Background: an optimization exercise with open tools, aiming at small area. Do not read the settings as production practice. The RTL was checked by simulation tests, not by an equivalence proof against the original design. Power and IR drop assume default switching activity.

===== config.mk =====
export PLATFORM = sky130hd
export DESIGN_NAME = main
export DESIGN_NICKNAME = main
export VERILOG_FILES = /design/flow/design.v
export SDC_FILE = /design/flow/constraint.sdc
export NUM_CORES = 4
export LEC_CHECK = 0
export CAP_MARGIN = 20
export CORE_MARGIN = 2
export CORE_UTILIZATION = 40
export SLEW_MARGIN = 20

===== constraint.sdc =====
create_clock -name core_clock -period 7.0 [get_ports {clk}]
set_input_delay 1.4000 -clock core_clock [delete_from_list [all_inputs] [get_ports {clk}]]
set_output_delay 1.4000 -clock core_clock [all_outputs]
set_load 0.01 [all_outputs]

===== design.v =====
`timescale 1ns / 1ps
module clk_divider (
    input wire clk,
    input wire rst,
    output wire display_en,
    output wire scan_en,
    output wire sym_en
);
    reg [11:0] q;
    always @(posedge clk) begin
        if (rst) q <= 12'd0;
        else     q <= q + 12'd1;
    end
    assign display_en = (q[1:0] == 2'b01);
    wire low = &q[8:0];
    assign scan_en    = low & ~q[9];                  
    assign sym_en     = low & q[9] & q[10] & ~q[11];  
endmodule
`timescale 1ns / 1ps
module vga640x480(
    input wire clk, input wire rst, input wire en, input wire [1:0] symbol,
    output wire hsync, output wire vsync,
    output wire [2:0] red, output wire [2:0] green, output wire [1:0] blue
);
    reg [9:0] hx;
    wire hend = hx[9] & hx[8] & hx[6] & hx[3] & hx[2] & hx[1] & hx[0];  
    wire hwrap = en & hend;
    always @(posedge clk) begin
        if (rst | hwrap) hx <= 10'd48;
        else hx <= hx + {9'd0, en};
    end
    reg [8:0] ws;
    reg vdn;
    wire vtop = ws[8] & ws[6] & ws[5] & ws[4] & ws[2] & ws[1] & ws[0];  
    wire vend = ~ws[8] & ~ws[7];                                       
    wire [9:0] vt;
    assign vt[0] = hwrap;
    genvar i;
    generate for (i = 0; i < 9; i = i + 1) begin : vch
        assign vt[i+1] = vt[i] & (ws[i] ^ vdn);
    end endgenerate
    always @(posedge clk) begin
        if (rst | (hwrap & vdn & vend)) begin
            ws <= 9'd105;
            vdn <= 1'b0;
        end else begin
            ws <= ws ^ vt[8:0];
            if (hwrap & ~vdn & vtop) vdn <= 1'b1;
        end
    end
    assign hsync = (hx >= 10'd144);
    assign vsync = (ws >= 9'd107);
    wire activeh = (hx >= 10'd192) && (hx < 10'd832);
    wire activev = (ws > 9'd136) || (ws == 9'd136 && !vdn);
    wire active = activeh & activev;
    wire recth = (hx >= 10'd432) && (hx <= 10'd592);
    wire rectv = (ws >= 9'd296);
    wire rect = recth & rectv;
    wire [8:0] ax = hx[9] ? hx[8:0] : ~hx[8:0];
    wire [6:0] nb = ~ws[6:0];
    wire [7:0] c;
    assign c[0] = ~hx[9];
    generate for (i = 0; i < 7; i = i + 1) begin : ch
        assign c[i+1] = (ax[i] & nb[i]) | (c[i] & (ax[i] | nb[i]));
    end endgenerate
    wire diam = (ax[8:7] == 2'b00) && ws[8] && !c[7];
    wire r = (symbol == 2'd2) || (symbol == 2'd1 && rect) || (symbol == 2'd3 && !diam);
    assign red = {3{active & r}};
    assign green = {3{active & ~r}};
    assign blue = 2'b00;
endmodule
`timescale 1ns / 1ps
module main(
    input wire clk,
    input wire rst,
    input wire btnC,
    input wire btnL,
    input wire btnR,
    output wire [6:0] seg,
    output wire [3:0] an_on,
    output wire [2:0] vgaRed,
    output wire [2:0] vgaGreen,
    output wire [1:0] vgaBlue,
    output wire Hsync,
    output wire Vsync
);
    wire display_en, scan_en, sym_en;
    clk_divider div (
        .clk(clk), .rst(rst),
        .display_en(display_en), .scan_en(scan_en), .sym_en(sym_en)
    );
    reg [5:0] lfsr;
    wire lz = ~|lfsr;
    wire fb = lfsr[5] ^ lfsr[0];
    wire [1:0] symbol = lfsr[1:0];
    wire sym_change = lz | lfsr[5] | (lfsr[1] ^ lfsr[0]);
    always @(posedge clk) begin
        if (rst) lfsr <= 6'd0;
        else if (sym_en) lfsr <= {lfsr[4:1], lfsr[0] | lz, fb | lz};
    end
    vga640x480 display (
        .clk(clk), .rst(rst), .en(display_en), .symbol(symbol),
        .hsync(Hsync), .vsync(Vsync),
        .red(vgaRed), .green(vgaGreen), .blue(vgaBlue)
    );
    reg winner;
    reg [3:0] p1t, p1u, p2t, p2u;
    wire inc = lfsr[1] & lfsr[0];
    wire act1 = ~winner & btnL;
    wire act2 = ~winner & btnR;
    function [7:0] upd;
        input [3:0] t0;
        input [3:0] u0;
        input clr;
        input act;
        input up;
        reg [3:0] t, u;
        begin
            t = clr ? 4'd0 : t0;
            u = clr ? 4'd0 : u0;
            if (act) begin
                if (up) begin
                    if (u[3] & u[0]) begin
                        u = 4'd0;
                        t = (t[3] & t[0]) ? 4'd0 : t + 4'd1;
                    end else
                        u = u + 4'd1;
                end else begin
                    if (u == 4'd0) begin
                        if (t != 4'd0) begin
                            u = 4'd9;
                            t = t - 4'd1;
                        end
                    end else
                        u = u - 4'd1;
                end
            end
            upd = {t, u};
        end
    endfunction
    wire [7:0] n1 = upd(p1t, p1u, btnC, act1, inc);
    wire [7:0] n2 = upd(p2t, p2u, btnC, act2, inc);
    always @(posedge clk) begin
        if (rst) begin
            winner <= 1'b0;
            p1t <= 4'd0; p1u <= 4'd0;
            p2t <= 4'd0; p2u <= 4'd0;
        end else begin
            winner <= (winner | btnL | btnR) & ~(sym_en & sym_change);
            {p1t, p1u} <= n1;
            {p2t, p2u} <= n2;
        end
    end
    reg [3:0] dg;
    reg [1:0] pos;
    wire blank = dg[3] & dg[2];
    wire [1:0] npos = blank ? 2'd0 : pos + 2'd1;
    reg [3:0] sel;
    always @(*) begin
        case (npos)
            2'd0: sel = p1t;
            2'd1: sel = p1u;
            2'd2: sel = p2t;
            default: sel = p2u;
        endcase
    end
    always @(posedge clk) begin
        if (rst)
            dg <= 4'hF;
        else if (scan_en) begin
            dg <= sel;
            pos <= npos;
        end
    end
    assign an_on = blank ? 4'b1111 : ~(4'b1000 >> pos);
    reg [6:0] sg;
    always @(*) begin
        case (dg)
            4'd0: sg = 7'b1000000;
            4'd1: sg = 7'b1111001;
            4'd2: sg = 7'b0100100;
            4'd3: sg = 7'b0110000;
            4'd4: sg = 7'b0011001;
            4'd5: sg = 7'b0010010;
            4'd6: sg = 7'b0000010;
            4'd7: sg = 7'b1111000;
            4'd8: sg = 7'b0000000;
            4'd9: sg = 7'b0010000;
            default: sg = 7'b1111111;
        endcase
    end
    assign seg = sg;
endmodule

===== run.sh =====
#!/bin/bash
# synth_recipe.tcl (not shown) runs the flow's synth.tcl, then flattens the netlist and writes it again
# the make line also repeats each setting of config.mk as NAME=value (left out here)
make -C /OpenROAD-flow-scripts/flow DESIGN_CONFIG=/design/flow/config.mk WORK_HOME=/design/flow/orfs CLKGATE_MAP_FILE= SYNTH_SCRIPT=/design/flow/synth_recipe.tcl finish

==> metrics.md, run 1 <==
| Metric | Value |
|---|---|
| GRT Util Overall | `approximately 17%` |
| Crit path time final | `4520 ps` |
| Synth warn | `3` |
| CP Launch Type | `register` |
| Clock buffer depth | `2` |
| Avg Cell Area, Syn | `7.79 um2` |
| Most common cell after layout, fill and taps aside | `nand2_1` |
| Width of the die | `around 110 um` |
| Die H | `around 110 um` |
| Status | `no timing/DRC/antenna violations` |
| Synth Flop Type | `dfxtp_1` |
| Final #Nets | `610` |
| Vias in the first global route | `roughly 3600` |
| Most frequent cells in the layout | `69 x nand2_1, 66 x dfxtp_1, 59 x nor2_1` |
| Vias per Instance | `between 5 and 6` |
| Via count | `3954` |
| DR WL/cell | `approximately 14 um` |
| PostCTS Resize Cnt | `0` |
| DR iter-0 viols | `roughly 280` |
| Clk_skew | `5.78 ps` |
| VDD IR max | `about 0.12 mV` |
| FMAX | `between 200 and 250 MHz` |
| Final setup violation count | `0` |
| Maxcap violations | `0` |
| Sequential area share after synthesis | `30.5%` |
| Required time of the critical path | `~5600 ps` |
| TritonCTS clock tree | `done` |
| Row Count | `38` |
| Number of port buffers | `23` |
| Max incr delay on CP | `roughly 630 ps` |
| Dpl ws | `between 2000 and 3000 ps` |
| Initial antenna violation count | `0` |
| Hpwl dp | `approximately 6900 um` |
| Flops & latches, synth | `between 60 and 70` |
| Worst Hold Launch | `div.q[0]$_SDFF_PP0_` |
| Tcrit/Tclk final | `between 60 and 70%` |
| RSZ-0062 raised after global routing | `no` |
| Final worst slack | `between 2000 and 2500 ps` |
| Number of diodes | `0` |
| Clock transition at path regs | `50 ps` |
| Fraction of registers with async set or reset after synthesis | `0%` |
| PD cells | `186 mW/mm2` |
| Hold-fix buffers, CTS | `0` |
| Number of clock sinks | `68` |
| Clock Tree Root | `clkbuf_16` |
| CTS Buf Count | `9` |
| Share of layout cells above drive strength 1 | `a little over 6%` |
| Worst path cell trace | `inv_1, ha_1, o211ai_1, a21oi_1, o21ai_0, a2111oi_0, nor2b_1, clkdlybuf4s50_1` |
| Unique masters post-synth | `70` |
| Largest net degree at the start of global routing | `roughly 50` |
| Gp weighted congestion | `roughly 0.84` |
| Worst slew margin | `55.6%` |
| Worst slew pin tran | `approximately 660 ps` |
| DRT Wirelength | `around 10000 um` |
| H-tree levels | `3` |
| Die area | `0.0122 mm2` |
| Final slew viol count | `0` |
| Drt pass-1 iters | `5` |
| IO Count | `26` |
| TNS Setup | `0 ps` |
| Final Hold Fails | `0` |
| ANT nets after route | `0` |
| Worst Path Arrival | `about 3100 ps` |
| CP top delay family | `compound AO/OA/AOI/OAI gates` |
| First-pass GRT wire length | `around 17000 um` |
| CP max FO | `13` |
| Latest clock arrival within the worst-skew pair | `~340 ps` |
| Setup repair bufs after CTS | `0` |
| Reg2reg start | `pos[0]$_DFFE_PP_` |
| Pleak | `1.95 nW` |
| Mapped cell area | `~0.0045 mm2` |
| Crit end category | `output pin` |
| Min-delay worst type | `reg -> reg` |
| Initial Util | `between 40% and 50%` |
| Mapped Cells | `a little under 600` |
| Residual DRC | `0` |
| Number of synthesized flops with an enable pin | `2` |
| CP Buf/Inv Count | `2` |
| Synth-to-layout area growth | `12.1%` |
| Slowest CP cell | `dfxtp_1` |
| Setup crit start | `display.hx[9]$_SDFF_PP0_` |
| Final global-route overflow total | `0` |
| Crit Path Category | `reg -> out` |
| Core area | `between 0.01 and 0.015 mm2` |
state kept, by name, indices dropped and copies added (netlist names):
name / flops
div.q: 12
display.hx: 10
display.ws: 9
seg: 7
lfsr: 6
dg: 4
p1t: 4
p1u: 4
p2t: 4
p2u: 4
pos: 2
display.vdn: 1
winner: 1
stage by stage:
step | cell area, um2 | instances | hold slack [ps] | utilization (%) | power (mW)
global route | 5080 | 720 | 483 | 46.4 | 0.982
CTS | 5080 | 720 | 466 | 46.4 | 0.954
floorplan | 4530 | 582 | 433 | - | 0.443
global placement | 4750 | 704 | 443 | 43.4 | 0.455
finish | 5080 | 720 | 461 | 46.4 | 0.946
detailed placement | 4750 | 704 | 454 | 43.4 | 0.456
power breakdown:
group	switching [mW]	internal, mW
Clock	0.177	0.321
Sequential	0.00700	0.394
Combinational	0.0291	0.0179
Total	0.213	0.732
cell type report:
class | instances | area, um2
clock buffers | 10 | 239
fillers | 1093 | 5860
inverters | 26 | 97.6
multi-input cells | 443 | 2840
flip-flops and latches | 68 | 1380
clock inverters | 6 | 87.6
well taps | 140 | 175
repair buffers | 27 | 255
cell families (layout without fill, tap and decap cells):
kind of cell / count (synthesis) / in the layout / synth area share [%]
DFF: 68 / 68 / 30.5
AOI/OAI and AO/OA: 140 / 140 / 19.9
muxes: 13 / 13 / 3.10
buffers and inverters: 71 / 69 / 6.83
adders and majority gates: 30 / 30 / 8.29
other: 1 / 2 / 0.0828
and+or+nand+nor: 222 / 222 / 24.4
xor gates and xnor gates: 36 / 36 / 6.97
worst paths after layout:
path                         end  slack, ps  cells past startpoint
min reg2reg  div.q[0]$_SDFF_PP0_        460                      1
min          div.q[0]$_SDFF_PP0_        460                      1
max                  vgaGreen[2]       2480                      8
max reg2reg       seg[3]$_DFF_P_       3910                     10
Yosys cell counts, drive strengths merged, types with 3 or more instances:
master / count / share of area (%)
nor3: 10 / 1.5
nand4: 5 / 0.69
a21oi: 45 / 5.0
xnor2: 17 / 3.3
and3b: 4 / 0.77
mux2i: 8 / 1.8
and4: 3 / 0.58
a31oi: 7 / 0.97
clkbuf: 24 / 2.0
a211oi: 6 / 0.99
o22ai: 7 / 0.97
o21ai: 29 / 3.2
o211ai: 6 / 0.99
and3: 5 / 0.69
o31ai: 7 / 1.2
or3: 4 / 0.55
a22oi: 5 / 0.83
nand2b: 9 / 1.2
a2111oi: 3 / 0.72
nor4: 5 / 0.69
ha: 30 / 8.3
and2: 4 / 0.55
nand3: 19 / 2.1
nor2b: 11 / 1.5
nor2: 61 / 5.2
a21o: 3 / 0.50
buf: 21 / 2.7
nand2: 69 / 5.7
xor2: 19 / 3.7
inv: 26 / 2.2
a211o: 3 / 0.58
nand4b: 5 / 0.97
o21a: 3 / 0.50
dfxtp: 66 / 29
mux2: 5 / 1.3
layer usage:
layer	vias to the layer above	GRT usage, %	wire length, um
met1	1865	24.3	5100
met5	-	0	0
li1	2006	-	-
met2	75	26.1	4380
met3	8	4.53	428
met4	0	5.45	103
worst reg2reg max path, delay by kind of cell, from the launching register on:
kind	cells	cell delay [ps]
fa+ha+maj	2	850
compound gates	4	800
flops	1	520
mux	2	530
buf+inv	2	250
==> run 2: changes to the inputs <==
--- a/design.v
+++ b/design.v
@@ -108,34 +108,30 @@
     wire inc = lfsr[1] & lfsr[0];
     wire act1 = ~winner & btnL;
     wire act2 = ~winner & btnR;
+    function [3:0] tog;
+        input [3:0] d;
+        input up;
+        begin
+            tog[0] = 1'b1;
+            tog[1] = up ? (d[0] & ~d[3]) : (~d[0] & (d[3] | d[2] | d[1]));
+            tog[2] = up ? (d[1] & d[0]) : (~d[1] & ~d[0] & (d[3] | d[2]));
+            tog[3] = up ? ((d[2] & d[1] & d[0]) | (d[3] & d[0])) : (~d[2] & ~d[1] & ~d[0]);
+        end
+    endfunction
     function [7:0] upd;
-        input [3:0] t0;
-        input [3:0] u0;
+        input [3:0] t;
+        input [3:0] u;
         input clr;
         input act;
         input up;
-        reg [3:0] t, u;
+        reg zu, zt, enu, ent;
         begin
-            t = clr ? 4'd0 : t0;
-            u = clr ? 4'd0 : u0;
-            if (act) begin
-                if (up) begin
-                    if (u[3] & u[0]) begin
-                        u = 4'd0;
-                        t = (t[3] & t[0]) ? 4'd0 : t + 4'd1;
-                    end else
-                        u = u + 4'd1;
-                end else begin
-                    if (u == 4'd0) begin
-                        if (t != 4'd0) begin
-                            u = 4'd9;
-                            t = t - 4'd1;
-                        end
-                    end else
-                        u = u - 4'd1;
-                end
-            end
-            upd = {t, u};
+            zu = ~|u;
+            zt = ~|t;
+            enu = act & (up | ~zu | ~zt);
+            ent = act & (up ? (u[3] & u[0]) : (zu & ~zt));
+            upd[3:0] = clr ? {3'b000, act & up} : u ^ ({4{enu}} & tog(u, up));
+            upd[7:4] = clr ? 4'b0000 : t ^ ({4{ent}} & tog(t, up));
         end
     endfunction
     wire [7:0] n1 = upd(p1t, p1u, btnC, act1, inc);
@@ -173,21 +169,12 @@
         end
     end
     assign an_on = blank ? 4'b1111 : ~(4'b1000 >> pos);
-    reg [6:0] sg;
-    always @(*) begin
-        case (dg)
-            4'd0: sg = 7'b1000000;
-            4'd1: sg = 7'b1111001;
-            4'd2: sg = 7'b0100100;
-            4'd3: sg = 7'b0110000;
-            4'd4: sg = 7'b0011001;
-            4'd5: sg = 7'b0010010;
-            4'd6: sg = 7'b0000010;
-            4'd7: sg = 7'b1111000;
-            4'd8: sg = 7'b0000000;
-            4'd9: sg = 7'b0010000;
-            default: sg = 7'b1111111;
-        endcase
-    end
-    assign seg = sg;
+    wire [3:0] d = dg;
+    assign seg[0] = (~d[3] & ~d[2] & ~d[1] & d[0]) | (d[3] & d[2]) | (d[2] & ~d[1] & ~d[0]);
+    assign seg[1] = (d[3] & d[2]) | (d[2] & ~d[1] & d[0]) | (d[2] & d[1] & ~d[0]);
+    assign seg[2] = (d[3] & d[2]) | (~d[2] & d[1] & ~d[0]);
+    assign seg[3] = (~d[3] & ~d[2] & ~d[1] & d[0]) | (d[2] & ~d[1] & ~d[0]) | (d[2] & d[1] & d[0]);
+    assign seg[4] = (d[2] & ~d[1]) | d[0];
+    assign seg[5] = (~d[3] & ~d[2] & d[0]) | (~d[2] & d[1]) | (d[1] & d[0]);
+    assign seg[6] = (~d[3] & ~d[2] & ~d[1]) | (d[2] & d[1] & d[0]);
 endmodule
==> run 2 against run 1 <==
  * Sequential share of layout area rose by 1.4 points
  * Wire length shrank 14%
  * Synthesized cell count decreased by 12%
  * Die area fell by 13%
  * Worst setup slack gained 190 ps
  * Register-to-register slack better by 540 ps
  * Sequential cell count is 7 lower
  * Global-route usage down 0.30 points
  * Total power is 26% lower
  * Largest power group is now sequential cells
==> metrics.md, run 2 <==
| Metric | Value |
|---|---|
| Flops & latches, synth | `about 60` |
| Largest registers | `div.q (12), display.hx (10), display.ws (9)` |
| Post-Place Cells | `620` |
| Biggest register | `div.q` |
| Tcrit/Tclk final | `just over 60%` |
| Clk_skew | `between 10 and 15 ps` |
| Worst Hold Launch | `div.q[0]$_SDFF_PP0_` |
| Fraction of registers with async set or reset after synthesis | `0%` |
| Synth top area cells | `dfxtp_1 30%, nor2_1 5.7%, ha_1 5.4%` |
| Status | `no timing/DRC/antenna violations` |
| Hold WS | `about 470 ps` |
| Psw | `around 0.16 mW` |
| GR Util met1 | `around a quarter` |
| Mapped Cells | `~500` |
| Share of layout cells above drive strength 1 | `between 6 and 7%` |
| Most frequent cells in the layout | `60 x nor2_1, 59 x dfxtp_1, 44 x nand2_1` |
| Hold-fix buffers, CTS | `0` |
| Sequential area share after synthesis | `31.6%` |
| Synth-to-layout area growth | `10.4%` |
| Maxcap violations | `0` |
| Slowest CP cell | `dfxtp_1` |
| Final setup violation count | `0` |
| Vias in the first global route | `3137` |
| PostCTS Resize Cnt | `0` |
| Die area | `0.0106 mm2` |
| Synth warn | `3` |
| Hpwl dp | `approximately 6000 um` |
| Crit end category | `output pin` |
| Clock Tree Root | `clkbuf_8` |
| Crit Path Category | `reg -> out` |
| Die H | `a little over 100 um` |
| GRT Util Overall | `between 15 and 20%` |
| CP Launch Type | `register` |
| Avg Cell Area, Syn | `~7.7 um2` |
| Area leader, netlist | `dfxtp_1` |
| Met3 Resource Use GR | `4.07%` |
| Max incr delay on CP | `620 ps` |
| Latest clock arrival within the worst-skew pair | `340 ps` |
| Mapped cell area | `0.00393 mm2` |
| PD cells | `between 150 and 200 mW/mm2` |
| FMAX | `approximately 230 MHz` |
| Flop pwr share | `50.9%` |
| Min-delay worst type | `reg -> reg` |
| Final Hold Fails | `0` |
| ANT nets after route | `0` |
| Count leader, synth | `nor2_1` |
| Clock share of power | `between 40 and 50%` |
| Width of the die | `just over 100 um` |
| H-tree levels | `3` |
| Most common cell after layout, fill and taps aside | `nor2_1` |
| DR iter-0 viols | `116` |
| VDD IR max | `about 0.11 mV` |
| Required time of the critical path | `between 5000 and 6000 ps` |
| TritonCTS clock tree | `done` |
| Crit path time final | `4330 ps` |
| Number of synthesized flops with an enable pin | `2` |
| Number of port buffers | `23` |
| Number of clock sinks | `61` |
| Share of Yosys cell area claimed by the top area cell type | `between 30% and 40%` |
| Gp weighted congestion | `approximately 0.89` |
| CP max FO | `15` |
| Reg2reg start | `lfsr[0]$_SDFFE_PP0P_` |
| Largest net degree at the start of global routing | `32` |
| Row Count | `36` |
| Core area | `between 0.009 and 0.01 mm2` |
| DRT Wirelength | `about 8600 um` |
| Worst Path Arrival | `between 2000 and 3000 ps` |
| Synth Flop Type | `dfxtp_1` |
| Setup repair bufs after CTS | `0` |
| Worst path cell trace | `or4b_1, a2111oi_0, nor2b_1, o22ai_1, and4b_1, clkdlybuf4s50_1` |
| Finished Core Util | `roughly 45%` |
| Number of diodes | `0` |
| Top post-synthesis cells by count | `60 x nor2_1, 59 x dfxtp_1, 44 x nand2_1, 35 x clkbuf_1` |
| TNS Setup | `0 ps` |
| Vias per Instance | `approximately 5.4` |
| Comb pwr share | `3.4%` |
| Worst slew margin | `between 40% and 50%` |
| Initial Util | `between 40 and 50%` |
| Via count | `3461` |
| First-pass GRT wire length | `14600 um` |
| Final global-route overflow total | `0` |
| Clock transition at path regs | `~70 ps` |
| Int Pwr | `approximately 0.54 mW` |
| Final slew viol count | `0` |
| DP Area | `a little over 0.004 mm2` |
| Multi-input logic area | `0.00242 mm2` |
| Reg area | `around 0.0012 mm2` |
| Pleak | `between 1.5 and 2 nW` |
| Final instance area | `0.00434 mm2` |
| Residual DRC | `0` |
| Unique masters post-synth | `64` |
| Max reg flops | `12` |
| Worst slew pin tran | `roughly 870 ps` |
| DR WL/cell | `around 14 um` |
| Fill cells | `993` |
| Final Non-Filler Cells | `between 600 and 700` |
| RSZ-0062 raised after global routing | `no` |
| Met2 global-route usage | `between 20% and 30%` |
| Setup crit start | `display.vdn$_SDFFE_PP0P_` |
| Switch share | `23.5%` |
| IO Count | `26` |
| Initial antenna violation count | `0` |
| Final #Nets | `520` |
| CTS Buf Count | `9` |
| Clock buffer depth | `2` |
| Drt pass-1 iters | `5` |
| Busiest grt layer | `met2` |
-- run 2: cell types whose count changed after synthesis, moves of 7 or more --
cell / change
a21oi_1: -13
buf_2: -9
clkbuf_1: +11
dfxtp_1: -7
ha_1: -13
inv_1: -8
nand2_1: -25
o21ai_0: +19
o21ai_1: -16
-- run 2: path summary, 6_finish.rpt --
kind | to | slack (ps) | cells past startpoint
min | div.q[0]$_SDFF_PP0_ | 470 | 1
max reg2reg | p1t[3]$_SDFF_PP0_ | 4450 | 7
max | vgaGreen[1] | 2670 | 6
min reg2reg | div.q[0]$_SDFF_PP0_ | 470 | 1
-- run 2: power groups by stage --
stage | registers (mW) | clock network [mW] | logic (mW)
2_1_floorplan | 0.362 | 0 | 0.0188
3_3_place_gp | 0.365 | 0 | 0.0236
3_5_place_dp | 0.365 | 0 | 0.0243
4_1_cts | 0.357 | 0.331 | 0.0244
5_1_grt | 0.357 | 0.345 | 0.0274
6_report | 0.357 | 0.320 | 0.0241
-- run 2: kinds of logic (layout without fill, tap and decap cells) --
group | Yosys count | in the layout | share of synthesized area [%]
and+or+nand+nor | 196 | 196 | 25.1
AOI/OAI and AO/OA | 122 | 122 | 19.5
buffers and inverters | 63 | 56 | 6.85
DFF | 61 | 61 | 31.6
xor gates and xnor gates | 37 | 37 | 8.25
adders and majority gates | 17 | 17 | 5.42
muxes | 12 | 12 | 3.19
other | 1 | 2 | 0.0955
-- run 2: area by class of cell --
class	instances	share of cell area, %
clock inverters	5	1.39
multi-input cells	386	55.9
flip-flops and latches	61	28.6
repair buffers	25	5.66
inverters	15	1.30
well taps	133	3.84
clock buffers	11	3.26
-- run 2: per-layer routing --
| layer | vias to the layer above | part of all wire, % |
|---|---|---|
| met5 | - | 0 |
| met4 | 0 | 1.6 |
| met3 | 14 | 3.4 |
| met2 | 61 | 46 |
| met1 | 1624 | 49 |
| li1 | 1762 | - |
-- run 2: worst max-delay path: cells and delay by family, from the launching register on --
kind | cells | cell delay (ps)
AND/OR/NAND/NOR | 3 | 870
flip-flops | 1 | 620
AO/OA/AOI/OAI | 2 | 600
buffers and inverters | 1 | 490
-- run 2: metrics by stage --
| stage | total power [mW] | setup WS (ps) |
|---|---|---|
| CTS | 0.711 | 2670 |
| detailed placement | 0.389 | 3050 |
| global placement | 0.388 | 3090 |
| floorplan | 0.381 | 3530 |
| global route | 0.730 | 2360 |
| finish | 0.701 | 2670 |
==> run 3: changes to the inputs <==
--- a/config.mk
+++ b/config.mk
@@ -5,7 +5,11 @@
 export SDC_FILE = /design/flow/constraint.sdc
 export NUM_CORES = 4
 export LEC_CHECK = 0
+export ABC_AREA = 1
 export CAP_MARGIN = 20
 export CORE_MARGIN = 2
 export CORE_UTILIZATION = 40
+export CTS_BUF_LIST = sky130_fd_sc_hd__clkbuf_4
+export CTS_CLUSTER_DIAMETER = 200
+export CTS_CLUSTER_SIZE = 40
 export SLEW_MARGIN = 20
==> run 3 against run 2 <==
  * Non-clock buffer count is 2 lower
  * Maximum frequency up 8.8%
  * Via count stayed put
  * Highest routed layer unchanged
  * Worst hold slack better by 9.9 ps
  * Still clean
  * Total power shrank 18%
  * Synthesized cell count increased by 10%
  * Clock skew is 3.4 ps higher
  * Area after synthesis decreased by 4.4%
==> metrics.md, run 3 <==
| Metric | Value |
|---|---|
| RSZ-0062 raised after global routing | `no` |
| Largest registers | `div.q (12), display.hx (10), display.ws (9)` |
| Via count | `3461` |
| Worst slew margin | `33.9%` |
| Latest clock arrival within the worst-skew pair | `roughly 380 ps` |
| Clk_skew | `between 10 and 15 ps` |
| Hold-fix buffers, CTS | `0` |
| Most frequent cells in the layout | `117 x nand2_1, 81 x inv_1, 59 x dfxtp_1` |
| Clock transition at path regs | `100 ps` |
| Crit Path Category | `reg -> out` |
| Initial Util | `41.0%` |
| Crit path time final | `between 3000 and 4000 ps` |
| Final setup violation count | `0` |
| Initial antenna violation count | `0` |
| Biggest register | `div.q` |
| Required time of the critical path | `about 5600 ps` |
| Worst path cell trace | `inv_2, ha_1, o21ai_0, nor3_1, nand2_1, nand2_1, nand2_1, nor2_1, clkdlybuf4s50_1` |
| Final global-route overflow total | `0` |
| Final #Nets | `599` |
| Gp weighted congestion | `0.855` |
| Row Count | `35` |
| Final slew viol count | `0` |
| Worst Hold Launch | `div.q[11]$_SDFF_PP0_` |
| Max reg flops | `12` |
| CP Launch Type | `register` |
| DR WL/cell | `about 12 um` |
| DR iter-0 viols | `151` |
| Synth-to-layout area growth | `9.40%` |
| First-pass GRT wire length | `approximately 14000 um` |
| FMAX | `251 MHz` |
| Comb pwr share | `between 3 and 4%` |
| Area leader, netlist | `dfxtp_1` |
| Critical Path Most Common Cell | `nand2_1` |
| Clock buffer depth | `2` |
| Max incr delay on CP | `between 500 and 600 ps` |
| Tcrit/Tclk final | `around 57%` |
| H-tree levels | `3` |
| Share of layout cells above drive strength 1 | `between 4 and 5%` |
| Pleak | `~1.7 nW` |
| Largest net degree at the start of global routing | `24` |
| Avg Cell Area, Syn | `between 6 and 7 um2` |
| PostCTS Resize Cnt | `0` |
| Synth Flop Type | `dfxtp_1` |
| Top post-synthesis cells by count | `117 x nand2_1, 81 x inv_1, 59 x dfxtp_1, 57 x nor2_1, 56 x a21oi_1` |
| CP top delay family | `buffers and inverters` |
| Mapped Cells | `~560` |
| Psw | `between 0.1 and 0.15 mW` |
| IO Count | `26` |
| Mapped cell area | `between 0.003 and 0.004 mm2` |
| Switch share | `about 24%` |
| Core area | `about 0.0092 mm2` |
| Vias in the first global route | `3028` |
| Most common cell after layout, fill and taps aside | `nand2_1` |
| CTS Buf Count | `9` |
| GRT Util Overall | `roughly 17%` |
| Status | `no timing/DRC/antenna violations` |
| Fill cells | `933` |
| Int Pwr | `roughly 0.44 mW` |
| TNS Setup | `0 ps` |
| Unique masters post-synth | `39` |
| Reg2reg start | `div.q[0]$_SDFF_PP0_` |
| Worst R2R Setup Slack | `around 4100 ps` |
| Die area | `roughly 0.01 mm2` |
| Clock share of power | `around a third` |
| Residual DRC | `0` |
| ANT nets after route | `0` |
| Die H | `between 100 and 150 um` |
| Hold WS | `around 480 ps` |
| PD cells | `140 mW/mm2` |
| Worst slew pin tran | `984 ps` |
| Sequential area share after synthesis | `around 33%` |
| Width of the die | `between 100 and 150 um` |
| Slowest CP cell | `dfxtp_1` |
| Vias per Instance | `roughly 5.0` |
| Setup repair bufs after CTS | `0` |
| Drt pass-1 iters | `5` |
| Setup crit start | `display.hx[9]$_SDFF_PP0_` |
| Synth top area cells | `dfxtp_1 31%, nand2_1 12%, inv_1 8.1%` |
| Tot Pwr | `around 0.57 mW` |
| Number of clock sinks | `around 60` |
| Finished Core Util | `between 40 and 50%` |
| Final instance area | `roughly 0.0041 mm2` |
| Number of port buffers | `23` |
| Fraction of registers with async set or reset after synthesis | `0%` |
| Maxcap violations | `0` |
| Share of Yosys cell area claimed by the top area cell type | `roughly a third` |
| VDD IR max | `0.111 mV` |
| Clock Tree Root | `clkbuf_4` |
| Hpwl dp | `between 6000 and 7000 um` |
| Worst Path Arrival | `about 2600 ps` |
| Flops & latches, synth | `61` |
| Final Hold Fails | `0` |
| Number of synthesized flops with an enable pin | `2` |
| DP Area | `between 0.004 and 0.005 mm2` |
| Flop pwr share | `61.7%` |
| CP max FO | `11` |
| Number of diodes | `0` |
| CP Buf/Inv Count | `2` |
| DRT Wirelength | `between 8000 and 9000 um` |
| Crit end category | `output pin` |
| Min-delay worst type | `reg -> reg` |
| Count leader, synth | `nand2_1` |
| TritonCTS clock tree | `done` |
| Synth warn | `3` |
[run 3: layout make-up]
| class | count | area [um2] | area share [%] |
|---|---|---|---|
| Multi-Input combinational cell | 399 | 2090 | 50.8 |
| Sequential cell | 61 | 1240 | 30.2 |
| Inverter | 83 | 312 | 7.58 |
| Timing Repair Buffer | 23 | 230 | 5.60 |
| Tap cell | 111 | 139 | 3.38 |
| Clock buffer | 11 | 82.6 | 2.01 |
| Clock inverter | 3 | 15.0 | 0.366 |
[run 3: worst paths after layout]
kind	endpoint	depth (start not counted)
worst max-delay path	vgaGreen[2]	9
worst min-delay path	div.q[11]$_SDFF_PP0_	1
worst max register to register	winner$_SDFF_PP0_	13
worst min register to register	div.q[11]$_SDFF_PP0_	1
[run 3: power groups by stage]
stage | sequential [mW] | clock (mW) | combinational (mW)
2_1_floorplan | 0.362 | 0 | 0.0171
3_3_place_gp | 0.362 | 0 | 0.0223
3_5_place_dp | 0.363 | 0 | 0.0228
4_1_cts | 0.354 | 0.206 | 0.0228
5_1_grt | 0.355 | 0.219 | 0.0265
6_report | 0.354 | 0.197 | 0.0226
[run 3: routing by layer]
layer / wire length, um / track usage [%] / share of wire [%] / up-vias
met1: 4230 / 24.4 / 52 / 1534
met5: 0 / 0 / 0 / -
li1: - / - / - / 1861
met2: 3480 / 25.5 / 43 / 59
met4: 86 / 5.37 / 1.1 / 0
met3: 302 / 2.57 / 3.7 / 7
[run 3: logic make-up after synthesis]
group	after synthesis	synth area share [%]
simple gates	237	27.4
compound gates	130	19.3
buf+inv	103	11.4
flops	61	33.1
fa+ha+maj	17	5.66
xor+xnor	13	3.03
other cells	1	0.0999
[run 3: through the flow]
step | cells | setup slack (ps)
floorplan | 563 | 3960
global placement | 677 | 3470
detailed placement | 677 | 3430
CTS | 691 | 3000
global route | 691 | 2710
finish | 691 | 3020
==> run 4: changes to the inputs <==
--- a/design.v
+++ b/design.v
@@ -4,17 +4,26 @@
     input wire rst,
     output wire display_en,
     output wire scan_en,
-    output wire sym_en
+    output wire sym_en,
+    output wire [2:0] qh        
 );
-    reg [11:0] q;
+    reg [1:0] j;
+    reg [9:0] u;
+    wire j3 = j[1] & ~j[0];
     always @(posedge clk) begin
-        if (rst) q <= 12'd0;
-        else     q <= q + 12'd1;
+        if (rst) begin
+            j <= 2'b00;
+            u <= 10'd0;
+        end else begin
+            j <= {j[0], ~j[1]};
+            u <= u + {9'd0, j3};
+        end
     end
-    assign display_en = (q[1:0] == 2'b01);
-    wire low = &q[8:0];
-    assign scan_en    = low & ~q[9];                  
-    assign sym_en     = low & q[9] & q[10] & ~q[11];  
+    assign display_en = ~j[1] & j[0];                      
+    wire low = j3 & (&u[6:0]);                             
+    assign scan_en    = low & ~u[7];                       
+    assign sym_en     = low & u[7] & u[8] & ~u[9];         
+    assign qh = u[9:7];
 endmodule
 `timescale 1ns / 1ps
 module vga640x480(
@@ -85,9 +94,10 @@
     output wire Vsync
 );
     wire display_en, scan_en, sym_en;
+    wire [2:0] qh;
     clk_divider div (
         .clk(clk), .rst(rst),
-        .display_en(display_en), .scan_en(scan_en), .sym_en(sym_en)
+        .display_en(display_en), .scan_en(scan_en), .sym_en(sym_en), .qh(qh)
     );
     reg [5:0] lfsr;
     wire lz = ~|lfsr;
@@ -148,12 +158,10 @@
         end
     end
     reg [3:0] dg;
-    reg [1:0] pos;
     wire blank = dg[3] & dg[2];
-    wire [1:0] npos = blank ? 2'd0 : pos + 2'd1;
     reg [3:0] sel;
     always @(*) begin
-        case (npos)
+        case (qh[2:1])
             2'd0: sel = p1t;
             2'd1: sel = p1u;
             2'd2: sel = p2t;
@@ -163,12 +171,13 @@
     always @(posedge clk) begin
         if (rst)
             dg <= 4'hF;
-        else if (scan_en) begin
+        else if (scan_en)
             dg <= sel;
-            pos <= npos;
-        end
     end
-    assign an_on = blank ? 4'b1111 : ~(4'b1000 >> pos);
+    assign an_on[3] = blank | ~(qh == 3'd1 | qh == 3'd2);
+    assign an_on[2] = blank | ~(qh == 3'd3 | qh == 3'd4);
+    assign an_on[1] = blank | ~(qh == 3'd5 | qh == 3'd6);
+    assign an_on[0] = blank | ~(qh == 3'd7 | qh == 3'd0);
     wire [3:0] d = dg;
     assign seg[0] = (~d[3] & ~d[2] & ~d[1] & d[0]) | (d[3] & d[2]) | (d[2] & ~d[1] & ~d[0]);
     assign seg[1] = (d[3] & d[2]) | (d[2] & ~d[1] & d[0]) | (d[2] & d[1] & ~d[0]);
==> run 4 against run 3 <==
  * Still clean on timing, DRC and antenna
  * Final area shrank 1.6%
  * Final cell count shrank 2.9%
  * Worst setup slack lost 430 ps
  * Worst hold slack lost 23 ps
  * Critical path type unchanged
  * Critical endpoint is now vgaGreen[1]
  * Highest routed layer unchanged
==> metrics.md, run 4 <==
| Metric | Value |
|---|---|
| Latest clock arrival within the worst-skew pair | `400 ps` |
| Most frequent cells in the layout | `95 x nand2_1, 82 x inv_1, 59 x dfxtp_1` |
| DR iter-0 viols | `280` |
| DRT Wirelength | `8280 um` |
| Gp weighted congestion | `approximately 0.91` |
| Worst Path Arrival | `3000 ps` |
| Reg2reg path depth | `7` |
| Synth Flop Type | `dfxtp_1` |
| Share of Yosys cell area claimed by the top area cell type | `32.1%` |
| First-pass GRT wire length | `between 10000 and 15000 um` |
| Share of layout cells above drive strength 1 | `4.26%` |
| Area leader, netlist | `dfxtp_1` |
| Width of the die | `between 90 and 100 um` |
| Final setup violation count | `0` |
| Final slew viol count | `0` |
| Final global-route overflow total | `0` |
| H-tree levels | `3` |
| Number of synthesized flops with an enable pin | `0` |
| RSZ-0062 raised after global routing | `no` |
| Die H | `99.9 um` |
| Number of diodes | `0` |
| TritonCTS clock tree | `done` |
| Hold-fix buffers, CTS | `0` |
| Row Count | `34` |
| IO Count | `26` |
| Unique masters post-synth | `between 40 and 50` |
| Worst R2R Setup Slack | `between 4000 and 5000 ps` |
| Hpwl dp | `~6200 um` |
| CTS Buf Count | `9` |
| Crit end category | `output pin` |
| Setup repair bufs after CTS | `0` |
| CP max FO | `14` |
| Hold WS | `452 ps` |
| Setup crit start | `display.hx[9]$_SDFF_PP0_` |
| Sequential area share after synthesis | `between 30% and 40%` |
| Initial antenna violation count | `0` |
| Vias in the first global route | `around 3200` |
| Min-delay worst type | `reg -> reg` |
| Die area | `0.00997 mm2` |
| PostCTS Resize Cnt | `0` |
| Number of clock sinks | `between 50 and 60` |
| DR WL/cell | `12.3 um` |
| Top post-synthesis cells by count | `95 x nand2_1, 82 x inv_1, 59 x dfxtp_1, 53 x nor2_1, 52 x a21oi_1` |
| Most common cell after layout, fill and taps aside | `nand2_1` |
| VDD IR max | `between 0.07 and 0.08 mV` |
| Count leader, synth | `nand2_1` |
| Number of port buffers | `23` |
| Clock transition at path regs | `about 100 ps` |
| TNS Setup | `0 ps` |
| Clk_skew | `a little under 8 ps` |
| Crit Path Category | `reg -> out` |
| Mapped cell area | `0.00367 mm2` |
| Tcrit/Tclk final | `roughly 63%` |
| Final #Nets | `about 580` |
| Mapped Cells | `about 550` |
| Required time of the critical path | `5600 ps` |
| Worst slew pin tran | `about 800 ps` |
| Largest registers | `display.hx (10), div.u (10), display.ws (9)` |
| Final Hold Fails | `0` |
| GRT Util Overall | `18.1%` |
| PD cells | `147 mW/mm2` |
| Crit path time final | `about 4400 ps` |
| Clock buffer depth | `2` |
| Pleak | `around 1.7 nW` |
| Vias per Instance | `between 5 and 6` |
| FMAX | `roughly 230 MHz` |
| Residual DRC | `0` |
| Worst slew margin | `approximately 48%` |
| Maxcap violations | `0` |
| Fraction of registers with async set or reset after synthesis | `0%` |
| RR Endpoint | `p2t[3]$_SDFF_PP0_` |
| Largest net degree at the start of global routing | `21` |
| Clock Tree Root | `clkbuf_4` |
| Synth-to-layout area growth | `9.94%` |
| Synth top area cells | `dfxtp_1 32%, nand2_1 9.7%, inv_1 8.4%` |
| Crit path capture | `vgaGreen[1]` |
| Via count | `between 3000 and 4000` |
| Synth warn | `3` |
| CP Launch Type | `register` |
| Initial Util | `between 40% and 50%` |
| Status | `no timing/DRC/antenna violations` |
| Flops & latches, synth | `59` |
| Avg Cell Area, Syn | `6.74 um2` |
| ANT nets after route | `0` |
| Core area | `between 0.008 and 0.009 mm2` |
| Reg2reg start | `lfsr[0]$_SDFFE_PP0P_` |
| Drt pass-1 iters | `6` |
==> run 4: cell count changes in the layout (fill, tap and decap cells not counted), sizes merged, moves of 4 or more <==
cell	change
ha	-5
nand2	-26
nand3	+7
nand3b	+5
nand4	-5
nor3	+5
o21a	+4
o21bai	-10
o31ai	+5
==> run 4: critical path: stages, from the launching register on <==
cell	delay, ps
dfxtp_1	640
inv_1	200
ha_1	310
o21ai_0	70
a2111oi_0	380
nand2_1	110
nand2_1	80
nand2_1	60
nor2_1	180
clkdlybuf4s50_1	580
==> run 4: cells by family after synthesis <==
group,synth area share [%]
XOR/XNOR,2.62
AO/OA/AOI/OAI,21.5
adder cells (fa/ha/maj),4.09
other,0.102
buffers and inverters,11.8
AND/OR/NAND/NOR,27.7
flip-flops,32.1
==> run 4: per-stage QoR <==
stage / setup slack, ps / power [mW] / cell area [um2] / std cells / utilization [%]
CTS: 2580 / 0.605 / 4040 / 671 / 45.9
finish: 2600 / 0.595 / 4040 / 671 / 45.9
floorplan: 3890 / 0.365 / 3680 / 546 / -
global placement: 3150 / 0.372 / 3920 / 656 / 44.5
global route: 2320 / 0.623 / 4040 / 671 / 45.9
detailed placement: 3060 / 0.373 / 3920 / 656 / 44.5
==> run 4: how the worst min path moves through the flow <==
stage                     slack [ps]  cells after the start                  end                start
after floorplan                  410                      1  div.j[0]$_SDFF_PP0_  div.j[1]$_SDFF_PP0_
after global placement           420                      1  div.j[0]$_SDFF_PP0_  div.j[1]$_SDFF_PP0_
after detailed placement         430                      1  div.j[0]$_SDFF_PP0_  div.j[1]$_SDFF_PP0_
after CTS                        450                      1  div.j[0]$_SDFF_PP0_  div.j[1]$_SDFF_PP0_
after global routing             470                      1  div.j[0]$_SDFF_PP0_  div.j[1]$_SDFF_PP0_
final                            450                      1  div.j[0]$_SDFF_PP0_  div.j[1]$_SDFF_PP0_
==> run 4: per-layer routing <==
layer / wire length, um / up-vias / GRT usage (%)
li1: - / 1832 / -
met1: 4460 / 1527 / 26.0
met2: 3390 / 71 / 27.7
met3: 328 / 8 / 3.62
met4: 101 / 0 / 5.48
met5: 0 / - / 0
==> run 4: report_power, final <==
| part | internal, mW | total (mW) | leakage (nW) | switching (mW) |
|---|---|---|---|---|
| sequential | 0.338 | 0.341 | 0.477 | 0.00286 |
| combinational | 0.00825 | 0.0237 | 1.14 | 0.0155 |
| clock | 0.107 | 0.230 | 0.0664 | 0.123 |
==> run 4: final cells by class <==
type,instances,area (um2)
Clock inverter,5,45.0
Multi-Input combinational cell,383,2060
Fill cell,929,4770
Sequential cell,59,1180
Inverter,83,312
Timing Repair Buffer,23,230
Tap cell,108,135
Clock buffer,10,75.1
==> run 5: changes to the inputs <==
==> flow/run.sh (new file) <==
#!/bin/bash
# Own layout flow: the standard synthesis, then its combinational logic
# re-mapped by ABC with a stronger area script (registers untouched: same
# instances, names and cells), then the standard ORFS flow from floorplan on,
# with the smallest buffer on the ports and a smaller clock tree.
# Each tool's output goes to a log file of its own in the work folder.
set -euo pipefail
W=$(pwd)
F=$W/flow
YOSYS=$(command -v yosys || echo "$FLOW_HOME/../tools/install/yosys/bin/yosys")
R=$W/orfs/results/$FLOW_PLATFORM/main/base
LIB=$FLOW_HOME/platforms/$FLOW_PLATFORM/lib/sky130_fd_sc_hd__tt_025C_1v80.lib

# 1. standard synthesis
bash standard.sh synth > $W/1_synth_standard.log 2>&1
cp $R/1_2_yosys.v $W/standard_synth.v

# 2. re-map the combinational logic
SEQ=$(grep -o 'sky130_fd_sc_hd__[a-z0-9_]*' $W/standard_synth.v | sort -u | grep -E '__(dfxtp|dfrtp|dfstp|dfbbp|dfrbp|dfsbp|dfxbp|edfxtp|edfxbp|sdf|dlx|dlr|sedf|dfrtn)' | tr '\n' ' ')
printf 'set_driving_cell sky130_fd_sc_hd__buf_1\nset_load 5\n' > $W/abc.constr
sed -e "s#@LIB@#$LIB#g" -e "s#@IN@#$W/standard_synth.v#" -e "s#@OUT@#$W/resyn.v#g" \
    -e "s#@SCRIPT@#$F/area.abc#" -e "s#@CONSTR@#$W/abc.constr#" -e "s#@SEQ@#$SEQ#g" \
    $F/resyn.ys > $W/resyn.ys
$YOSYS -s $W/resyn.ys > $W/2_resyn_yosys.log 2>&1
# every register of the standard synthesis must be there, unchanged
grep -E '^\s*sky130_fd_sc_hd__\S+ \S+' $W/standard_synth.v | grep -E "$(echo $SEQ | tr ' ' '|')" | sort > $W/regs_standard.txt
grep -E '^\s*sky130_fd_sc_hd__\S+ \S+' $W/resyn.v | grep -E "$(echo $SEQ | tr ' ' '|')" | sort > $W/regs_resyn.txt
cmp $W/regs_standard.txt $W/regs_resyn.txt

# 3. the standard flow from floorplan on, on the re-mapped netlist
cp $W/resyn.v $R/1_2_yosys.v
rm -f $R/1_synth.odb $R/1_synth.sdc
bash standard.sh \
    "BUFFER_PORTS_ARGS=-buffer_cell sky130_fd_sc_hd__buf_1" \
    "CTS_ARGS=-sink_clustering_enable -repair_clock_nets -buf_list sky130_fd_sc_hd__clkbuf_8 -sink_clustering_size 60 -sink_clustering_max_diameter 500 -dont_use_dummy_load" \
    finish > $W/3_layout_standard.log 2>&1
==> flow/area.abc (new file) <==
strash
&get -n
&deepsyn -T 60
&put
strash
&get -n
&dch -f
&nf -R 1000
&put
topo
==> flow/resyn.ys (new file) <==
# Re-map the combinational logic of the standard synthesis netlist with a
# stronger ABC area script. The registers stay as they are: same instances,
# same names, same cells.
read_liberty -ignore_miss_func @LIB@
read_verilog @IN@
hierarchy -top main
setattr -mod -set keep_hierarchy 1 @SEQ@
flatten
blackbox @SEQ@
hierarchy -top main
techmap
opt -fast -purge
abc -liberty @LIB@ -dont_use *probe* -dont_use *lpflow* -constr @CONSTR@ -D 7000 -script @SCRIPT@
read_liberty -lib -overwrite @LIB@
opt_clean -purge
hilomap -singleton -hicell sky130_fd_sc_hd__conb_1 HI -locell sky130_fd_sc_hd__conb_1 LO
splitnets
opt_clean -purge
insbuf -buf sky130_fd_sc_hd__buf_4 A X
check -assert -mapped
tee -o @OUT@.stat stat -liberty @LIB@
write_verilog -noattr -nohex -nodec @OUT@
==> standard.sh (new file) <==
#!/bin/bash
# synth_recipe.tcl (not shown) runs the flow's synth.tcl, then flattens the netlist and writes it again
# the make line also repeats each setting of config.mk as NAME=value (left out here)
make -C /OpenROAD-flow-scripts/flow DESIGN_CONFIG=/design/flow/config.mk WORK_HOME=/design/flow/orfs CLKGATE_MAP_FILE= SYNTH_SCRIPT=/design/flow/synth_recipe.tcl "${@:-finish}"
removed: run.sh
==> run 5 against run 4 <==
  * Critical endpoint is now vgaGreen[0]
  * Worst hold slack got worse by 0.58 ps
  * Highest routed layer unchanged
  * Final cell count fell by 25%
  * Register-to-register slack worse by 530 ps
  * Total power decreased by 1.3%
  * Largest cell class unchanged
==> metrics.md, run 5 <==
| Metric | Value |
|---|---|
| ANT nets after route | `0` |
| Core area | `about 0.0073 mm2` |
| Residual DRC | `0` |
| Most common cell after layout, fill and taps aside | `dfxtp_1` |
| Synth-to-layout area growth | `6.94%` |
| Required time of the critical path | `between 5000 and 6000 ps` |
| Clk_skew | `14.0 ps` |
| DR WL/cell | `about 13 um` |
| Worst Path Arrival | `between 2000 and 2500 ps` |
| Number of diodes | `0` |
| GRT Util Overall | `roughly 16%` |
| Largest net degree at the start of global routing | `29` |
| Crit Path Category | `reg -> out` |
| Pleak | `about 1.2 nW` |
| Worst path cell trace | `xor2_1, o22ai_1, o21ai_0, o21ai_0, a21oi_1, a221oi_1, o21ai_0, o21ai_0, nor2_1, buf_1` |
| PD cells | `181 mW/mm2` |
| Min-delay worst type | `reg -> reg` |
| Vias in the first global route | `approximately 2400` |
| H-tree levels | `3` |
| Crit path time final | `3790 ps` |
| Status | `no timing/DRC/antenna violations` |
| Hpwl dp | `4530 um` |
| Drt pass-1 iters | `4` |
| Worst slew margin | `between 50% and 60%` |
| Final setup violation count | `0` |
| Crit end category | `output pin` |
| Clock buffer depth | `2` |
| TNS Setup | `0 ps` |
| CTS Buf Count | `9` |
| Vias per Instance | `roughly 5.3` |
| Die H | `91.0 um` |
| Row Count | `31` |
| Largest registers | `display.hx (10), div.u (10), display.ws (9)` |
| Hold-fix buffers, CTS | `0` |
| Final worst slack | `between 3000 and 4000 ps` |
| FMAX | `about 260 MHz` |
| CP Launch Type | `register` |
| Initial Util | `roughly 42%` |
| Setup repair bufs after CTS | `0` |
| Slowest CP cell | `dfxtp_1` |
| DRT Wirelength | `~6400 um` |
| Mapped Cells | `385` |
| Fill cells | `~800` |
| Latest clock arrival within the worst-skew pair | `340 ps` |
| DR iter-0 viols | `between 100 and 150` |
| Gp weighted congestion | `approximately 0.8` |
| Most frequent cells in the layout | `59 x dfxtp_1, 39 x nand2_1, 38 x nor2_1` |
| Worst slew pin tran | `roughly 600 ps` |
| Final global-route overflow total | `0` |
| PostCTS Resize Cnt | `0` |
| Reg area | `around 0.0012 mm2` |
| Max incr delay on CP | `approximately 570 ps` |
| Number of clock sinks | `59` |
| Tcrit/Tclk final | `a little over half` |
| Initial antenna violation count | `0` |
| Final Hold Fails | `0` |
| Synth warn | `3` |
| First-pass GRT wire length | `10800 um` |
| Final slew viol count | `0` |
| Multi-input logic area | `~0.0017 mm2` |
| Clock transition at path regs | `about 50 ps` |
| Die area | `0.00828 mm2` |
| Maxcap violations | `0` |
| Mapped cell area | `between 0.003 and 0.004 mm2` |
| VDD IR max | `0.120 mV` |
| Dpl ws | `around 3500 ps` |
| Critical Path Most Common Cell | `o21ai_0` |
| IO Count | `26` |
| Width of the die | `around 90 um` |
| CP max FO | `11` |
| Clock Tree Root | `clkbuf_8` |
| Avg Cell Area, Syn | `approximately 8 um2` |
| Final #Nets | `a little over 400` |
| Share of layout cells above drive strength 1 | `2.49%` |
| RSZ-0062 raised after global routing | `no` |
| Via count | `between 2000 and 3000` |
| Tot Pwr | `slightly below 0.6 mW` |
| TritonCTS clock tree | `done` |
| Number of port buffers | `23` |
==> run 5: per-layer routing <==
metal  vias up  global-route usage [%]  routed length (um)
met5         -                       0                   0
met4         0                    6.06                 111
met3        11                    5.48                 314
met2        46                    26.2                2890
met1      1212                    20.2                3040
li1       1394                       -                   -
==> run 5: worst paths after layout <==
path	from	slack (ps)	endpoint	cells after the start
worst max register to register	display.hx[0]$_SDFF_PP0_	4000	display.ws[8]$_SDFF_PP0_	11
worst max-delay path	display.hx[9]$_SDFF_PP0_	3210	vgaGreen[0]	10
worst min-delay path	div.j[1]$_SDFF_PP0_	450	div.j[0]$_SDFF_PP0_	1
worst min register to register	div.j[1]$_SDFF_PP0_	450	div.j[0]$_SDFF_PP0_	1
==> run 5: critical path: cells and delay by family, from the launching register on <==
kind / cells / cell delay [ps]
AO/OA/AOI/OAI: 7 / 910
XOR/XNOR: 1 / 230
buffers and inverters: 1 / 170
flip-flops: 1 / 570
AND/OR/NAND/NOR: 1 / 160
==> run 5: area by class of cell <==
cell class / instances / share of cell area, %
sequential: 59 / 36.5
timing repair buffer: 24 / 2.90
inverter: 9 / 1.04
multi-input combinational: 300 / 51.9
tap: 99 / 3.83
clock buffer: 9 / 3.83
==> run 5: report_power, final <==
| part | internal, mW | switching, mW |
|---|---|---|
| clock network | 0.114 | 0.115 |
| logic | 0.00567 | 0.0112 |
| registers | 0.338 | 0.00235 |
| total | 0.458 | 0.129 |
==> run 5: metrics by stage <==
step / util [%] / std cells / area (um2) / hold slack, ps
global placement: 42.7 / 491 / 3110 / 430
global route: 44.4 / 500 / 3240 / 493
finish: 44.4 / 500 / 3240 / 451
CTS: 44.4 / 500 / 3240 / 451
floorplan: - / 386 / 3030 / 410
detailed placement: 42.7 / 491 / 3110 / 438
==> run 6: changes to the inputs <==
--- a/flow/run.sh
+++ b/flow/run.sh
@@ -32,5 +32,5 @@
 rm -f $R/1_synth.odb $R/1_synth.sdc
 bash standard.sh \
     "BUFFER_PORTS_ARGS=-buffer_cell sky130_fd_sc_hd__buf_1" \
-    "CTS_ARGS=-sink_clustering_enable -repair_clock_nets -buf_list sky130_fd_sc_hd__clkbuf_8 -sink_clustering_size 60 -sink_clustering_max_diameter 500 -dont_use_dummy_load" \
+    "CTS_ARGS=-sink_clustering_enable -repair_clock_nets -buf_list sky130_fd_sc_hd__clkbuf_4 -sink_clustering_size 60 -sink_clustering_max_diameter 500 -dont_use_dummy_load" \
     finish > $W/3_layout_standard.log 2>&1
==> run 6 against run 5 <==
  * Non-clock buffer count unchanged
  * Wire length barely moved
  * Final area shrank 1.7%
  * Count of clock-buffer cells in the layout did not move
  * Clock power is 27% lower
  * Worst setup slack got worse by 66 ps
  * Total power shrank 11%
  * First-iteration DRC count is 24% lower
  * Sequential cell count unchanged
  * Still clean on timing, DRC and antenna
  * Final cell count did not move
  * Utilization shrank 0.77 points
  * Die area unchanged
  * Highest routed layer unchanged
  * Largest cell class unchanged
==> metrics.md, run 6 <==
| Metric | Value |
|---|---|
| Status | `no timing/DRC/antenna violations` |
| Worst slew margin | `between 50% and 60%` |
| Required time of the critical path | `5600 ps` |
| Avg Cell Area, Syn | `between 7 and 8 um2` |
| Crit Path Category | `reg -> out` |
| FMAX | `between 200 and 300 MHz` |
| Setup repair bufs after CTS | `0` |
| Fill cells | `roughly 800` |
| CTS Buf Count | `9` |
| Vias per Instance | `around 5.3` |
| Synth warn | `3` |
| Multi-input logic area | `roughly 0.0017 mm2` |
| VDD IR max | `about 0.10 mV` |
| Largest net degree at the start of global routing | `29` |
| Core area | `0.00729 mm2` |
| Via count | `approximately 2700` |
| Tot Pwr | `between 0.5 and 0.6 mW` |
| Row Count | `31` |
| Initial Util | `41.5%` |
| First-pass GRT wire length | `about 11000 um` |
| Vias in the first global route | `about 2400` |
| Number of port buffers | `23` |
| Worst slew pin tran | `603 ps` |
| Most common cell after layout, fill and taps aside | `dfxtp_1` |
| Worst Path Arrival | `between 2000 and 2500 ps` |
| Reg area | `~0.0012 mm2` |
| Crit path time final | `3850 ps` |
| Most frequent cells in the layout | `59 x dfxtp_1, 39 x nand2_1, 38 x nor2_1` |
| Hold-fix buffers, CTS | `0` |
| CP max FO | `11` |
| Final Hold Fails | `0` |
| Largest registers | `display.hx (10), div.u (10), display.ws (9)` |
| Width of the die | `roughly 90 um` |
| Synth-to-layout area growth | `5.08%` |
| H-tree levels | `3` |
| TNS Setup | `0 ps` |
| CP Launch Type | `register` |
| GRT Util Overall | `16.2%` |
| Mapped cell area | `about 0.003 mm2` |
| Final slew viol count | `0` |
| Clk_skew | `~23 ps` |
| Clock buffer depth | `2` |
| Hold WS | `around 460 ps` |
| Worst Hold Launch | `div.j[1]$_SDFF_PP0_` |
| Final global-route overflow total | `0` |
| Setup crit start | `display.hx[9]$_SDFF_PP0_` |
| PostCTS Resize Cnt | `0` |
| ANT nets after route | `0` |
| IO Count | `26` |
| Share of layout cells above drive strength 1 | `under 10%` |
| PD cells | `approximately 170 mW/mm2` |
| Drt pass-1 iters | `4` |
| Final setup violation count | `0` |
| TritonCTS clock tree | `done` |
| Gp weighted congestion | `0.780` |
| Clock Tree Root | `clkbuf_4` |
| DRT Wirelength | `6360 um` |
| Tcrit/Tclk final | `a little under three fifths` |
| Number of diodes | `0` |
| DR WL/cell | `approximately 13 um` |
| Initial antenna violation count | `0` |
| Die H | `91.0 um` |
| Die area | `approximately 0.0083 mm2` |
| Mapped Cells | `between 300 and 400` |
| Pleak | `1.19 nW` |
| Finished Core Util | `43.6%` |
| Reg2reg start | `display.hx[0]$_SDFF_PP0_` |
| Number of clock sinks | `59` |
| DR iter-0 viols | `between 70 and 80` |
| Min-delay worst type | `reg -> reg` |
| Final #Nets | `408` |
| Residual DRC | `0` |
| Crit end category | `output pin` |
| RSZ-0062 raised after global routing | `no` |
| Clock transition at path regs | `about 80 ps` |
| Maxcap violations | `0` |
| Latest clock arrival within the worst-skew pair | `~400 ps` |
| Hpwl dp | `between 4000 and 5000 um` |
==> run 6: cell type report <==
type	count	area share (%)
Multi-Input combinational cell	300	52.8
Sequential cell	59	37.1
Tap cell	99	3.89
Timing Repair Buffer	24	2.95
Clock buffer	9	2.12
Inverter	9	1.06
==> run 6: stage by stage <==
stage	setup WS, ps	cell area (um2)	instances
3_3_place_gp	3590	3110	491
3_5_place_dp	3540	3110	491
5_1_grt	2820	3180	500
4_1_cts	3100	3180	500
6_report	3150	3180	500
2_1_floorplan	3800	3030	386
==> run 6: per-layer routing <==
| metal | wire, um | up-vias | track usage (%) |
|---|---|---|---|
| met3 | 234 | 9 | 5.23 |
| met2 | 2930 | 48 | 26.4 |
| met1 | 3080 | 1212 | 20.3 |
| met4 | 108 | 0 | 5.18 |
| met5 | 0 | - | 0 |
| li1 | - | 1397 | - |
==> run 6: worst paths after layout <==
path | to | slack (ps) | cells past startpoint
max | vgaGreen[0] | 3150 | 10
min reg2reg | div.j[0]$_SDFF_PP0_ | 460 | 1
max reg2reg | display.ws[8]$_SDFF_PP0_ | 3980 | 11
min | div.j[0]$_SDFF_PP0_ | 460 | 1
==> run 6: critical path: stages (launching register included) <==
cell,delay (ps)
dfxtp_1,580
xor2_1,230
o22ai_1,90
o21ai_0,220
o21ai_0,120
a21oi_1,140
a221oi_1,60
o21ai_0,160
o21ai_0,120
nor2_1,160
buf_1,170
==> run 6: where the power goes <==
group          internal (mW)  switching, mW  total, mW
Combinational        0.00567         0.0112     0.0168
Clock                 0.0596          0.109      0.168
Sequential             0.338        0.00236      0.340
Total                  0.403          0.122      0.525
==> run 7: changes to the inputs <==
--- a/flow/run.sh
+++ b/flow/run.sh
@@ -32,5 +32,5 @@
 rm -f $R/1_synth.odb $R/1_synth.sdc
 bash standard.sh \
     "BUFFER_PORTS_ARGS=-buffer_cell sky130_fd_sc_hd__buf_1" \
-    "CTS_ARGS=-sink_clustering_enable -repair_clock_nets -buf_list sky130_fd_sc_hd__clkbuf_4 -sink_clustering_size 60 -sink_clustering_max_diameter 500 -dont_use_dummy_load" \
+    "CTS_ARGS=-sink_clustering_enable -repair_clock_nets -buf_list {sky130_fd_sc_hd__clkbuf_2 sky130_fd_sc_hd__clkbuf_4 sky130_fd_sc_hd__clkbuf_8} -sink_clustering_size 20 -sink_clustering_max_diameter 100 -dont_use_dummy_load" \
     finish > $W/3_layout_standard.log 2>&1
==> run 7 against run 6 <==
  * Still clean
  * Clock power is 36% higher
  * Die area did not move
  * Sequential share of layout area down 0.65 points
  * Count of clock-buffer cells in the layout unchanged
  * Sequential power barely moved
  * Register-to-register slack better by 20 ps
  * Synthesized cell count did not move
==> metrics.md, run 7 <==
| Metric | Value |
|---|---|
| Status | `no timing/DRC/antenna violations` |
| CP Buf/Inv Count | `1` |
| Met2 wire length | `a little under 3000 um` |
| DRT Wirelength | `around 6400 um` |
| Pleak | `1.21 nW` |
| Maxcap violations | `0` |
| Largest registers | `display.hx (10), div.u (10), display.ws (9)` |
| Most frequent cells in the layout | `59 x dfxtp_1, 39 x nand2_1, 38 x nor2_1` |
| CP top delay family | `compound AO/OA/AOI/OAI gates` |
| Number of diodes | `0` |
| PostCTS Resize Cnt | `0` |
| Comb pwr share | `under 10%` |
| Mapped cell area | `a little over 0.003 mm2` |
| Row Count | `31` |
| Gp weighted congestion | `approximately 0.78` |
| Final Hold Fails | `0` |
| Hold-fix buffers, CTS | `0` |
| Final global-route overflow total | `0` |
| Switch share | `22.0%` |
| PD cells | `181 mW/mm2` |
| Worst slew margin | `59.5%` |
| Min-delay worst type | `reg -> reg` |
| Width of the die | `between 90 and 100 um` |
| Vias in the first global route | `2410` |
| FMAX | `about 260 MHz` |
| Vias per Instance | `5.33` |
| Required time of the critical path | `5600 ps` |
| Setup repair bufs after CTS | `0` |
| Final slew viol count | `0` |
| Clk_skew | `14.0 ps` |
| Die area | `0.00828 mm2` |
| IO Count | `26` |
| Clock transition at path regs | `about 50 ps` |
| Tcrit/Tclk final | `a little over half` |
| Worst path cell trace | `xor2_1, o22ai_1, o21ai_0, o21ai_0, a21oi_1, a221oi_1, o21ai_0, o21ai_0, nor2_1, buf_1` |
| Final setup violation count | `0` |
| Wl on met1 | `3040 um` |
| Via count | `~2700` |
| Residual DRC | `0` |
| Slowest CP cell | `dfxtp_1` |
| Crit end category | `output pin` |
| TritonCTS clock tree | `done` |
| Worst slew pin tran | `just over 600 ps` |
| Core area | `approximately 0.0073 mm2` |
| Synth-to-layout area growth | `6.94%` |
| Final #Nets | `between 400 and 500` |
| Die H | `91.0 um` |
| Psw | `about 0.13 mW` |
| CP max FO | `11` |
| Crit path time final | `about 3800 ps` |
| Highest Signal Layer | `met4` |
| GRT Util Overall | `16.3%` |
| Final Non-Filler Cells | `500` |
| DR WL/cell | `roughly 13 um` |
| VDD IR max | `between 0.1 and 0.15 mV` |
| Max incr delay on CP | `around 570 ps` |
| Hold WS | `~450 ps` |
| Crit Path Category | `reg -> out` |
| Initial antenna violation count | `0` |
| Post-Place Cells | `approximately 500` |
| Synth warn | `3` |
| ANT nets after route | `0` |
| Mapped Cells | `385` |
| Clock buffer depth | `2` |
| Flop pwr share | `58.0%` |
| RSZ-0062 raised after global routing | `no` |
| Int Pwr | `~0.46 mW` |
| Number of port buffers | `23` |
| DR iter-0 viols | `between 100 and 150` |
| WL met3 | `approximately 310 um` |
| Most common cell after layout, fill and taps aside | `dfxtp_1` |
| Number of clock sinks | `between 50 and 60` |
| Clock Tree Root | `clkbuf_8` |
| Share of layout cells above drive strength 1 | `2.49%` |
| CP Launch Type | `register` |
| Largest net degree at the start of global routing | `29` |
| Clock share of power | `between 30% and 40%` |
| Hpwl dp | `4530 um` |
| Drt pass-1 iters | `4` |
| First-pass GRT wire length | `approximately 11000 um` |
| Worst Path Arrival | `between 2000 and 2500 ps` |
| Initial Util | `41.5%` |
| H-tree levels | `3` |
| CTS Buf Count | `9` |
| Avg Cell Area, Syn | `around 7.9 um2` |
| TNS Setup | `0 ps` |
| Latest clock arrival within the worst-skew pair | `between 300 and 400 ps` |
| Critical Path Most Common Cell | `o21ai_0` |
run 7: routing by layer:
layer  vias to the layer above  GRT usage (%)
li1                       1394              -
met1                      1212           20.2
met2                        46           26.2
met3                        11           5.48
met4                         0           6.06
met5                         -              0
run 7: layout make-up:
class	instances	area [um2]
Clock buffer	9	124
Fill cell	783	4060
Inverter	9	33.8
Multi-Input combinational cell	300	1680
Sequential cell	59	1180
Tap cell	99	124
Timing Repair Buffer	24	93.8
run 7: path summary, 6_finish.rpt:
| path | endpoint | start | depth (start not counted) | slack, ps |
|---|---|---|---|---|
| setup / recovery | vgaGreen[0] | display.hx[9]$_SDFF_PP0_ | 10 | 3210 |
| hold / removal | div.j[0]$_SDFF_PP0_ | div.j[1]$_SDFF_PP0_ | 1 | 450 |
| setup reg to reg | display.ws[8]$_SDFF_PP0_ | display.hx[0]$_SDFF_PP0_ | 11 | 4000 |
| hold reg to reg | div.j[0]$_SDFF_PP0_ | div.j[1]$_SDFF_PP0_ | 1 | 450 |
run 7: metrics by stage:
step / setup slack (ps) / utilization (%) / power, mW / cell area (um2)
after global routing: 2890 / 44.4 / 0.609 / 3240
after floorplan: 3800 / - / 0.358 / 3030
final: 3210 / 44.4 / 0.587 / 3240
after CTS: 3160 / 44.4 / 0.596 / 3240
after global placement: 3590 / 42.7 / 0.364 / 3110
after detailed placement: 3540 / 42.7 / 0.365 / 3110
run 7: power groups by stage:
stage	sequential, mW	clock [mW]	combinational, mW
floorplan	0.347	0	0.0109
global placement	0.348	0	0.0165
detailed placement	0.348	0	0.0168
CTS	0.341	0.239	0.0169
global route	0.341	0.249	0.0192
finish	0.341	0.229	0.0168

what the ideal ports hide:
The results above use ideal ports. As a check the final layouts listed here were re-extracted and re-timed, cells and wires unchanged.
Step 1 assumes that a clkbuf_16 drives the clock port and a buf_2 every other input.
Step 2 also shifts input and output timing later by t, the mid clock arrival at the registers, as if the neighbouring blocks saw the same clock.
Three values: ideal, step 1, step 2; two values: the first two.
run	shift t [ns]	setup slack, ns	worst setup path after step 2	cell pins on the clock port's net
run 1	0.376	2.480 / 2.439 / 2.815	register to output	1
run 2	0.366	2.669 / 2.639 / 3.005	register to output	1
run 3	0.404	3.021 / 2.992 / 3.396	register to output	1
run 4	0.424	2.595 / 2.567 / 2.991	register to output	1
run 5	0.366	3.215 / 3.183 / 3.549	register to output	1
run 6	0.417	3.149 / 3.121 / 3.538	register to output	1
run 7	0.366	3.215 / 3.183 / 3.549	register to output	1
After both steps setup and hold are still met in every run listed.
